This is an optimization exercise on Yosys and OpenROAD, whose aim is small area and a short achievable clock period, not a production implementation.
Function was checked by simulation only, so behaviour that the tests miss may differ from the original.
No activity file was given, so power comes from the tool's default toggle rates.

## P
// rv_core
module rv_core(
    input clk,
    input rst_n,                 
    output [31:0] imem_addr,
    input  [31:0] imem_rdata,
    output [31:0] dmem_addr,
    output [31:0] dmem_wdata,
    output        dmem_we,
    input  [31:0] dmem_rdata
    );
For scale: roughly 3500 cells after synthesis, about 0.047 mm2 of cells after synthesis.
clock: 12.5 ns
lec_check: 0
cap_margin: 20
core_margin: 2
core_utilization: 65
setup_slack_margin: 4.2
slew_margin: 20
synth_hierarchical: 1
standard.sh (not shown) runs the stock make flow with config.mk's settings and CLKGATE_MAP_FILE= SYNTH_SCRIPT=/design/flow/synth_recipe.tcl, a recipe that flattens the netlist after the stock synthesis.
==> flow/flow/run.sh <==
#!/bin/bash
# Layout flow: the standard layout (standard.sh: ORFS synthesis to final
# layout), run unchanged for synthesis, then with these differences:
#  * port buffers are buf_4 cells instead of ORFS's default choice (a
#    clkdlybuf4s50_1 delay cell); every port still gets its buffer;
#  * CTS builds its tree from clkbuf_16 with larger sink clusters and
#    no dummy loads.
# Each tool's full output goes to a log in this folder (and ORFS's own per-step
# logs under orfs/logs/).
set -euo pipefail
bash standard.sh synth > synth.log 2>&1
export BUFFER_PORTS_ARGS="-buffer_cell sky130_fd_sc_hd__buf_4"
export CTS_ARGS="-sink_clustering_enable -repair_clock_nets -dont_use_dummy_load -sink_clustering_size 30 -sink_clustering_max_diameter 100 -buf_list {sky130_fd_sc_hd__clkbuf_16}"
bash standard.sh > layout.log 2>&1
Relative to P, the following input files were edited for Q:
diff --git a/flow/flow/run.sh b/flow/flow/run.sh
--- a/flow/flow/run.sh
+++ b/flow/flow/run.sh
@@ -4 +4 @@
-#  * port buffers are buf_4 cells instead of ORFS's default choice (a
+#  * port buffers are buf_2 cells instead of ORFS's default choice (a
@@ -12 +12 @@
-export BUFFER_PORTS_ARGS="-buffer_cell sky130_fd_sc_hd__buf_4"
+export BUFFER_PORTS_ARGS="-buffer_cell sky130_fd_sc_hd__buf_2"
Notes after the runs:
Compared with P, in Q final area went down 410 um2, power dropped about 0.34%.
Changes observed in Q relative to P: met2 usage in global routing -1.4 points; switching fraction of total power ~0 delta; power density normalized to cell area +0.51 mW/mm2.
In Q, the final weighted congestion of routability-driven global placement came out 1.7% below the value in P.
Across both runs, share of total power in combinational logic was lower for Q than for P.
Compared with P, Q shows a higher setup slack.
The following lists how R was set up differently from Q:
diff --git a/flow/config.mk b/flow/config.mk
--- a/flow/config.mk
+++ b/flow/config.mk
@@ -11 +11 @@
-export SETUP_SLACK_MARGIN = 4.2
+export SETUP_SLACK_MARGIN = 4
[summary]
Compared with Q, R shows number of buffers inserted by post-CTS setup repair that has gone down by more than a quarter. When the final numbers for R and Q were put side by side, the final critical path time including I/O delays and setup turned out to be greater in R. Relative to Q, the power measured on R has decreased slightly. Combinational power share ended up 0.4 points lower on R than on Q. [compare] base=Q new=R: number of antenna violations at the first check in global routing went down; post-route cell area went down.

rv_core, a different RTL version from the one above (not shown whole).
Size in the first run: ~3700 cells after synthesis, ~0.047 mm^2 of cells after synthesis.
// rv_core
module rv_core(
    input clk,
    input rst_n,                 
    output [31:0] imem_addr,
    input  [31:0] imem_rdata,
    output [31:0] dmem_addr,
    output [31:0] dmem_wdata,
    output        dmem_we,
    input  [31:0] dmem_rdata
    );
make LEC_CHECK=0 CAP_MARGIN=20 CORE_MARGIN=2 CORE_UTILIZATION=65 CTS_BUF_LIST='sky130_fd_sc_hd__clkbuf_4 sky130_fd_sc_hd__clkbuf_8' SETUP_SLACK_MARGIN=4 SLEW_MARGIN=20 SYNTH_HIERARCHICAL=1 finish   # period 12.5 ns
run.sh (not shown) runs the stock make flow with config.mk's settings and CLKGATE_MAP_FILE= SYNTH_SCRIPT=/design/flow/synth_recipe.tcl, a recipe that flattens the netlist after the stock synthesis.
Stock flow here: none of the scripts above is used.
Edit:
--- a/flow/config.mk
+++ b/flow/config.mk
@@ -9,5 +9,5 @@
 export CORE_MARGIN = 2
-export CORE_UTILIZATION = 65
+export CORE_UTILIZATION = 55
 export CTS_BUF_LIST = sky130_fd_sc_hd__clkbuf_4 sky130_fd_sc_hd__clkbuf_8
-export SETUP_SLACK_MARGIN = 4
+export SETUP_SLACK_MARGIN = 3.5
 export SLEW_MARGIN = 20
=> Setup slack is worse by 0.52 ns; non-clock buffer count climbs by 53; routed wire length climbs by 2.0%; clock skew drops by 0.0091 ns; clock power drops by about 2%; die area climbs by 18%.
Edit:
==> flow/flow/run.sh (new file) <==
#!/bin/bash
# Layout flow: the standard layout (standard.sh: ORFS synthesis to final
# layout), run unchanged for synthesis, then with these differences:
#  * port buffers are buf_2 cells instead of ORFS's default choice (a
#    clkdlybuf4s50_1 delay cell); every port still gets its buffer;
#  * CTS builds its tree from clkbuf_8/clkbuf_16 with larger sink clusters and
#    no dummy loads.
# Each tool's full output goes to a log in this folder (and ORFS's own per-step
# logs under orfs/logs/).
set -euo pipefail
bash standard.sh synth > synth.log 2>&1
export BUFFER_PORTS_ARGS="-buffer_cell sky130_fd_sc_hd__buf_2"
export CTS_ARGS="-sink_clustering_enable -repair_clock_nets -dont_use_dummy_load -sink_clustering_size 20 -sink_clustering_max_diameter 80 -buf_list {sky130_fd_sc_hd__clkbuf_8 sky130_fd_sc_hd__clkbuf_16}"
bash standard.sh > layout.log 2>&1
==> flow/standard.sh (new file) <==
#!/bin/bash
# synth_recipe.tcl (not shown) runs the flow's synth.tcl, then flattens the netlist and writes it again
# the make line also repeats each setting of config.mk as NAME=value (left out here)
make -C /OpenROAD-flow-scripts/flow DESIGN_CONFIG=/design/flow/config.mk WORK_HOME=/design/flow/orfs CLKGATE_MAP_FILE= SYNTH_SCRIPT=/design/flow/synth_recipe.tcl "${@:-finish}"
--- a/flow/config.mk
+++ b/flow/config.mk
@@ -9,5 +9,4 @@
 export CORE_MARGIN = 2
-export CORE_UTILIZATION = 55
-export CTS_BUF_LIST = sky130_fd_sc_hd__clkbuf_4 sky130_fd_sc_hd__clkbuf_8
-export SETUP_SLACK_MARGIN = 3.5
+export CORE_UTILIZATION = 65
+export SETUP_SLACK_MARGIN = 4
 export SLEW_MARGIN = 20
removed: flow/run.sh
=> Clock power falls by 32%. Total power falls by about 13%. Global-route usage rises by 7.2 points. Final area falls by about 5.4%. Register-to-register slack loses 0.43 ns. Synthesized area is unchanged. Fmax rises by about 7%. Non-clock buffer count falls by 82. Worst setup slack gains 0.62 ns. Die area falls by about 15%.

separate check: timing with driven ports:
The flow's constraints put no driver on any port. The routed layouts listed below were extracted and timed again, unchanged, in two steps.
Step 1 assumes that a clkbuf_16 drives the clock port and a buf_2 every other input.
Step 2 moves the port delays by t, midway between the first and last clock arrival at a register: inputs arrive t later, outputs are due t later. That takes back most of the time a late clock gives input paths.
Slacks: ideal / step 1 / step 2; pairs: ideal / step 1.
run	t, ns	slack for setup (ns)	worst data-port slew with drivers (ns)
P	0.671	3.904 / 3.764 / 3.764	0.17
Q	0.681	3.910 / 3.826 / 3.826	0.09
R	0.682	3.796 / 3.753 / 3.753	0.07
the first run of note 2	0.954	3.806 / 3.774 / 3.774	0.07
the second run of note 2	0.928	3.283 / 3.258 / 3.258	0.05
the third run of note 2	0.722	3.905 / 3.821 / 3.821	0.10
After both steps every run listed still meets setup and hold. The setup slack of P, which loses most, moves by -0.140 ns with the drivers and by -0.140 ns with both steps.
